From an optimization exercise on the open Yosys and OpenROAD flow, aimed at small area; shortcuts taken in it are not production practice. Function was checked by simulation only, so behaviour that the tests miss may differ from the original. No activity file was given, so power comes from the tool's default toggle rates.

==> 10-09: inputs <==
// uart_echo
module uart_echo (
    input  logic clk,
    input  logic rst,
    output logic uart_tx,
    input  logic uart_rx,
    output logic [7:0] seg,   
    output logic [3:0] an,    
    output logic led
);
function automatic logic [9:0] tstep(input logic [9:0] q);
  tstep = {~q[8:0], q[9] ^ q[6]};
endfunction
localparam logic [9:0] RX_FULL = 10'b0001001001;   
localparam logic [9:0] RX_HALF = 10'b0011001001;   
localparam logic [9:0] RX_TERM = 10'b0000101001;   
localparam logic [9:0] RX_MASK = 10'b1111111011;
localparam logic [9:0] TX_TERM = 10'b0110111011;   
localparam logic [9:0] TX_MASK = 10'b1111011011;
localparam logic [2:0] RK0 = 3'b100;
localparam logic [2:0] RK1 = 3'b000;
localparam logic [2:0] RK2 = 3'b001;
localparam logic [2:0] RK3 = 3'b011;
localparam logic [2:0] RK4 = 3'b111;
localparam logic [2:0] RK5 = 3'b110;
localparam logic [2:0] RK6 = 3'b101;
localparam logic [2:0] RK7 = 3'b010;
localparam logic [2:0] RKI = 3'b111;
localparam logic [2:0] TK0 = 3'b000;
localparam logic [2:0] TK1 = 3'b001;
localparam logic [2:0] TK2 = 3'b010;
localparam logic [2:0] TK3 = 3'b011;
localparam logic [2:0] TK4 = 3'b100;
localparam logic [2:0] TK5 = 3'b101;
localparam logic [2:0] TK6 = 3'b110;
localparam logic [2:0] TK7 = 3'b111;
function automatic logic [2:0] rk_next(input logic [2:0] k);
  rk_next[0] = (k == 3'b000) || (k == 3'b001) || (k == 3'b011) || (k == 3'b110);
  rk_next[1] = (k == 3'b001) || (k == 3'b011) || (k == 3'b111) || (k == 3'b101);
  rk_next[2] = (k == 3'b011) || (k == 3'b111) || (k == 3'b110) || (k == 3'b010);
endfunction
function automatic logic [2:0] tk_next(input logic [2:0] k);
  ...
==> flow/config.mk <==
export PLATFORM = sky130hd
export DESIGN_NAME = uart_echo
export DESIGN_NICKNAME = uart_echo
export VERILOG_FILES = /design/flow/design.v
export SDC_FILE = /design/flow/constraint.sdc
export NUM_CORES = 4
export LEC_CHECK = 0
export CAP_MARGIN = 20
export CORE_MARGIN = 2
export CORE_UTILIZATION = 75
export SLEW_MARGIN = 20
==> flow/constraint.sdc <==
create_clock -name core_clock -period 10.0 [get_ports {clk}]
set_input_delay 2.0000 -clock core_clock [delete_from_list [all_inputs] [get_ports {clk}]]
set_output_delay 2.0000 -clock core_clock [all_outputs]
set_load 0.01 [all_outputs]
standard.sh (not shown) runs the stock make flow with config.mk's settings and CLKGATE_MAP_FILE= SYNTH_SCRIPT=/design/flow/synth_recipe.tcl, a recipe that flattens the netlist after the stock synthesis.
==> flow/flow/run.sh <==
#!/bin/bash
# The standard layout, with two changes: ports are buffered with the smallest
# buffer, and the clock tree is a single level of clkbuf_8 without dummy loads.
set -euo pipefail
bash standard.sh \
  "BUFFER_PORTS_ARGS=-buffer_cell sky130_fd_sc_hd__buf_1" \
  "CTS_ARGS=-sink_clustering_enable -repair_clock_nets -buf_list sky130_fd_sc_hd__clkbuf_8 -root_buf sky130_fd_sc_hd__clkbuf_8 -sink_clustering_size 50 -sink_clustering_max_diameter 200 -dont_use_dummy_load" \
  finish > standard.log 2>&1
==> 04-06 (differences from 10-09) <==
--- a/flow/config.mk
+++ b/flow/config.mk
@@ -8,4 +8,4 @@
 export CAP_MARGIN = 20
 export CORE_MARGIN = 2
-export CORE_UTILIZATION = 75
+export CORE_UTILIZATION = 40
 export SLEW_MARGIN = 20
==> summary of the runs <==
10-09 went through all stages and came out clean. 04-06 finished with timing, DRC and antenna clean.
Against 04-06, the die area of 10-09 is lower by 44%.
In synthesized cell count, 10-09 and 04-06 do not differ.
Critical path depth is the same in 10-09 and 04-06.
Combinational power: 10-09 is higher than 04-06 (about 4%).
Of 04-06 and 10-09, 04-06 has the higher final cell count (gap about 12%, measured against 10-09).
Between 04-06 and 10-09, the lower core utilization is in 04-06 (gap 42 points).
==> figures <==
metric                                             04-06          10-09
Global-route met3 utilization                     5.099%         9.064%
Non-Clock Buffer Area Fraction                    2.329%         2.367%
Final Instance Count excl. Fillers                   213            190
Result of the run       no timing/DRC/antenna violations  no timing/DRC/antenna violations
Placeable core area                           3971 sq um     2022 sq um
Dpl cells                                            208            185
Measured slew at the worst slew-check pin      0.6878 ns      0.6882 ns
Number of cell rows                                   23             16
Internal portion of total power              0.0002797 W    0.0002797 W
Fin area                                      1773 sq um     1744 sq um
Power consumption                            0.0003726 W    0.0003772 W
Share of power burned in registers                 61.5%          61.2%
Die width                                  68.21 microns  50.89 microns
Worst Path Arrival                               1.23 ns        1.24 ns


==> inputs of run M <==
==> flow/design.v <==
module uart_echo (
    input  logic clk,
    input  logic rst, 
    output logic uart_tx,
    input  logic uart_rx,
    output logic [7:0] seg,   
    output logic [3:0] an,     
    output logic led
);
localparam int BAUD_DIV = 868;
(* ASYNC_REG="TRUE" *) logic rx_ff1, rx_sync;
always_ff @(posedge clk) begin
  if (rst) begin
    rx_ff1  <= 1'b1;
    rx_sync <= 1'b1;
  end else begin
    rx_ff1  <= uart_rx;
    rx_sync <= rx_ff1;
  end
end
logic [31:0] rx_counter;
logic [3:0]  rx_bit_index;    
logic [7:0]  rx_shift;        
logic [7:0]  rx_data;         
logic        rx_valid;
logic        rx_busy;
logic [7:0]  rx_last_char;     
logic [31:0] tx_counter;
logic [3:0]  tx_bit_index;
logic [7:0]  tx_data;
logic        tx_busy;
always_ff @(posedge clk) begin
  if (rst) begin
    rx_counter   <= 32'd0;
    rx_bit_index <= 4'd0;
    rx_shift     <= 8'd0;
    rx_data      <= 8'd0;
    rx_valid     <= 1'b0;
    rx_busy      <= 1'b0;
  end else begin
    rx_valid <= 1'b0;  
    if (!rx_busy) begin
      if (rx_sync == 1'b0) begin
        rx_busy      <= 1'b1;
        rx_bit_index <= 4'd0;
        rx_counter   <= (BAUD_DIV >> 1);  
      end
    end else begin
      if (rx_counter != 32'd0) begin
        rx_counter <= rx_counter - 32'd1;
      end else begin
        case (rx_bit_index)
          4'd0: begin
            if (rx_sync != 1'b0) begin
              rx_busy      <= 1'b0;
              rx_bit_index <= 4'd0;
            end else begin
              rx_bit_index <= 4'd1;        
              rx_counter   <= BAUD_DIV;    
            end
          end
          4'd1,4'd2,4'd3,4'd4,4'd5,4'd6,4'd7,4'd8: begin
            rx_shift[rx_bit_index-1] <= rx_sync;
            rx_counter               <= BAUD_DIV;
            rx_bit_index             <= rx_bit_index + 4'd1;
          end
          4'd9: begin
            rx_data  <= rx_shift;    
            rx_valid <= 1'b1;
            rx_busy  <= 1'b0;
            rx_bit_index <= 4'd0;
          end
          default: begin
            rx_busy      <= 1'b0;
            rx_bit_index <= 4'd0;
          end
        endcase
      end
    end
  end
end
always_ff @(posedge clk) begin
    if (rst)
        rx_last_char <= 8'h00;
    else if (rx_valid)
        rx_last_char <= rx_data; 
end
logic [15:0] seg_refresh_div;   
logic [1:0]  seg_dig_sel;   
always_ff @(posedge clk) begin
    if (rst) begin
        seg_refresh_div <= 16'd0;    
        seg_dig_sel     <= 2'd0;
    end else begin
        seg_refresh_div <= seg_refresh_div + 16'd1;
        if (&seg_refresh_div)   
            seg_dig_sel <= seg_dig_sel + 2'd1;
    end
end
always_comb begin   
    an  = 4'b1110;      
    an = 4'b1110;
    case (rx_last_char)
        "A": seg = 8'b0001_0001;   
        "B": seg = 8'b1100_0001;   
        "C": seg = 8'b0110_0011;   
        "D": seg = 8'b1000_0101;   
        "E": seg = 8'b0110_0001;   
        "F": seg = 8'b0111_0001;   
        "G": seg = 8'b0000_1001;   
        default: seg = 8'b1111_1111;   
    endcase
end
always_ff @(posedge clk) begin
  if (rst) begin
    tx_busy      <= 1'b0;
    tx_counter   <= 32'd0;
    tx_bit_index <= 4'd0;
    tx_data      <= 8'd0;
    uart_tx      <= 1'b1;    
  end else begin
    if (rx_valid && !tx_busy) begin
      tx_busy      <= 1'b1;
      tx_data      <= rx_data;
      tx_counter   <= 32'd0;
      tx_bit_index <= 4'd0;
      uart_tx      <= 1'b0;  
    end
    else if (tx_busy) begin
      if (tx_counter == BAUD_DIV - 1) begin
        tx_counter <= 32'd0;
        case (tx_bit_index)
          4'd0: uart_tx <= tx_data[0];
          4'd1: uart_tx <= tx_data[1];
          4'd2: uart_tx <= tx_data[2];
          4'd3: uart_tx <= tx_data[3];
          4'd4: uart_tx <= tx_data[4];
          4'd5: uart_tx <= tx_data[5];
          4'd6: uart_tx <= tx_data[6];
          4'd7: uart_tx <= tx_data[7];
          4'd8: begin
            uart_tx <= 1'b1;  
            tx_busy <= 1'b0;  
          end
          default: uart_tx <= 1'b1;
        endcase
        tx_bit_index <= tx_bit_index + 4'd1;
      end else begin
        tx_counter <= tx_counter + 32'd1;
      end
    end
  end
end
assign led = rx_busy || rx_valid;
endmodule
==> flow/run.sh <==
#!/bin/bash
# synth_recipe.tcl (not shown) runs the flow's synth.tcl, then flattens the netlist and writes it again
# the make line also repeats each setting of config.mk as NAME=value (left out here)
make -C /OpenROAD-flow-scripts/flow DESIGN_CONFIG=/design/flow/config.mk WORK_HOME=/design/flow/orfs CLKGATE_MAP_FILE= SYNTH_SCRIPT=/design/flow/synth_recipe.tcl finish
==> flow/config.mk <==
export PLATFORM = sky130hd
export DESIGN_NAME = uart_echo
export DESIGN_NICKNAME = uart_echo
export VERILOG_FILES = /design/flow/design.v
export SDC_FILE = /design/flow/constraint.sdc
export NUM_CORES = 4
export LEC_CHECK = 0
export CAP_MARGIN = 20
export CORE_MARGIN = 2
export CORE_UTILIZATION = 40
export SLEW_MARGIN = 20
==> flow/constraint.sdc <==
create_clock -name core_clock -period 10.0 [get_ports {clk}]
set_input_delay 2.0000 -clock core_clock [delete_from_list [all_inputs] [get_ports {clk}]]
set_output_delay 2.0000 -clock core_clock [all_outputs]
set_load 0.01 [all_outputs]
==> run G (differences from run M) <==
==> flow/design.v (replaced) <==
module uart_echo (
    input  logic clk,
    input  logic rst,
    output logic uart_tx,
    input  logic uart_rx,
    output logic [7:0] seg,   
    output logic [3:0] an,    
    output logic led
);
function automatic logic [9:0] lfsr_step(input logic [9:0] c);
  lfsr_step = {c[8:0], ~(c[9] ^ c[6])};
endfunction
localparam logic [9:0] RX_FULL = 10'd0;
localparam logic [9:0] RX_HALF = 10'd258;   
localparam logic [9:0] RX_TERM = 10'd716;   
localparam logic [9:0] TX_TERM = 10'd358;   
logic rx_ff1, rx_sync;
always_ff @(posedge clk) begin
  if (rst) begin
    rx_ff1  <= 1'b1;
    rx_sync <= 1'b1;
  end else begin
    rx_ff1  <= uart_rx;
    rx_sync <= rx_ff1;
  end
end
localparam logic [3:0] S_STOP  = 4'd0;
localparam logic [3:0] S_VALID = 4'd1;
localparam logic [3:0] S_IDLE  = 4'd3;
localparam logic [3:0] S_CONF  = 4'd7;
logic [3:0] rx_state;
logic [9:0] rx_cnt;
logic [7:0] rx_data;       
logic [2:0] disp;          
wire rx_idle = (rx_state == S_IDLE) || (rx_state == S_VALID);
wire rx_tick = (rx_cnt == RX_TERM);
always_ff @(posedge clk) begin
  if (rst) begin
    rx_state <= S_IDLE;
  end else if (rx_idle) begin
    rx_state <= rx_sync ? S_IDLE : S_CONF;
  end else if (rx_tick) begin
    if (rx_state == S_CONF && rx_sync)
      rx_state <= S_IDLE;            
    else
      rx_state <= rx_state + 4'd1;
  end
end
always_ff @(posedge clk) begin
  if (rx_idle)
    rx_cnt <= RX_HALF;
  else if (rx_tick)
    rx_cnt <= RX_FULL;
  else
    rx_cnt <= lfsr_step(rx_cnt);
end
always_ff @(posedge clk) begin
  if (rx_tick && rx_state[3])
    rx_data[rx_state[2:0]] <= rx_sync;
end
always_ff @(posedge clk) begin
  if (rst)
    disp <= 3'd0;
  else if (rx_state == S_VALID)
    disp <= (rx_data[7:3] == 5'b01000) ? rx_data[2:0] : 3'd0;
end
always_comb begin
  an = 4'b1110;
  case (disp)
    3'd1:    seg = 8'b0001_0001;   
    3'd2:    seg = 8'b1100_0001;   
    3'd3:    seg = 8'b0110_0011;   
    3'd4:    seg = 8'b1000_0101;   
    3'd5:    seg = 8'b0110_0001;   
    3'd6:    seg = 8'b0111_0001;   
    3'd7:    seg = 8'b0000_1001;   
    default: seg = 8'b1111_1111;   
  endcase
end
logic [3:0] tx_state;
logic [9:0] tx_cnt;
wire tx_idle = tx_state[3] & tx_state[0];
wire tx_tick = (tx_cnt == TX_TERM);
always_ff @(posedge clk) begin
  if (rst) begin
    tx_state <= 4'd9;
    uart_tx  <= 1'b1;
  end else if (rx_state == S_VALID) begin
    tx_state <= 4'd0;
    uart_tx  <= 1'b0;                
  end else if (!tx_idle && tx_tick) begin
    tx_state <= tx_state + 4'd1;
    uart_tx  <= tx_state[3] ? 1'b1 : rx_data[tx_state[2:0]];
  end
end
always_ff @(posedge clk) begin
  if (tx_idle || tx_tick)
    tx_cnt <= 10'd0;
  else
    tx_cnt <= lfsr_step(tx_cnt);
end
assign led = (rx_state != S_IDLE);
endmodule
==> qor summary <==
metric	run G	run M
Crit-path max cell delay	550 ps	710 ps
Number of H-tree levels	2	3
Layout Nets	213	697
Largest net degree at the start of global routing	17	52
Non-clock buffer count	11	14
CTS Root Buffer Type	sky130_fd_sc_hd__clkbuf_8	sky130_fd_sc_hd__clkbuf_16
Share of the synthesized area in compound gates (AO/OA/AOI/OAI)	13.05%	10.49%
Number of tapcells	52	180
Number of placement rows	24	43
Met1 Usage GRT	19.79%	21.58%
Run status	complete, no violations	complete, no violations
Fraction of layout instances using a drive strength above 1	6.311%	7.375%
Met1 layer wirelength in the final routing	1.722 mm	5.849 mm
Per-cell via count in the routed design	5.337	5.417

-- re-timing with driven ports --
No port has a modelled driver above. Below, the same layouts with a new extraction and two added sets of constraints. Step 1 sets driving cells, clkbuf_16 on the clock port and buf_2 on the other inputs (assumed; they add their load-dependent delay and slew). Step 2, shift: input delay + t, output delay - t, t = (earliest + latest rising clock arrival at the registers) / 2. This alone moves slack from input paths to output paths. Three values: ideal ports, drivers, drivers and shift; two values: the first two.
run	shift t [ns]	slack for setup (ns)	worst setup path after step 2	latest minus earliest clock arrival (ns)	worst register clock-pin slew, ns
10-09	0.308	6.760 / 6.734 / 6.907	input to register	0.012 / 0.012	0.08 / 0.08
04-06	0.306	6.774 / 6.747 / 6.925	input to register	0.019 / 0.018	0.08 / 0.08
run M	0.384	5.694 / 5.655 / 5.987	register to register	0.009 / 0.010	0.07 / 0.07
run G	0.316	6.193 / 6.166 / 6.471	input to register	0.006 / 0.006	0.08 / 0.08
After both steps every run listed still meets setup and hold.
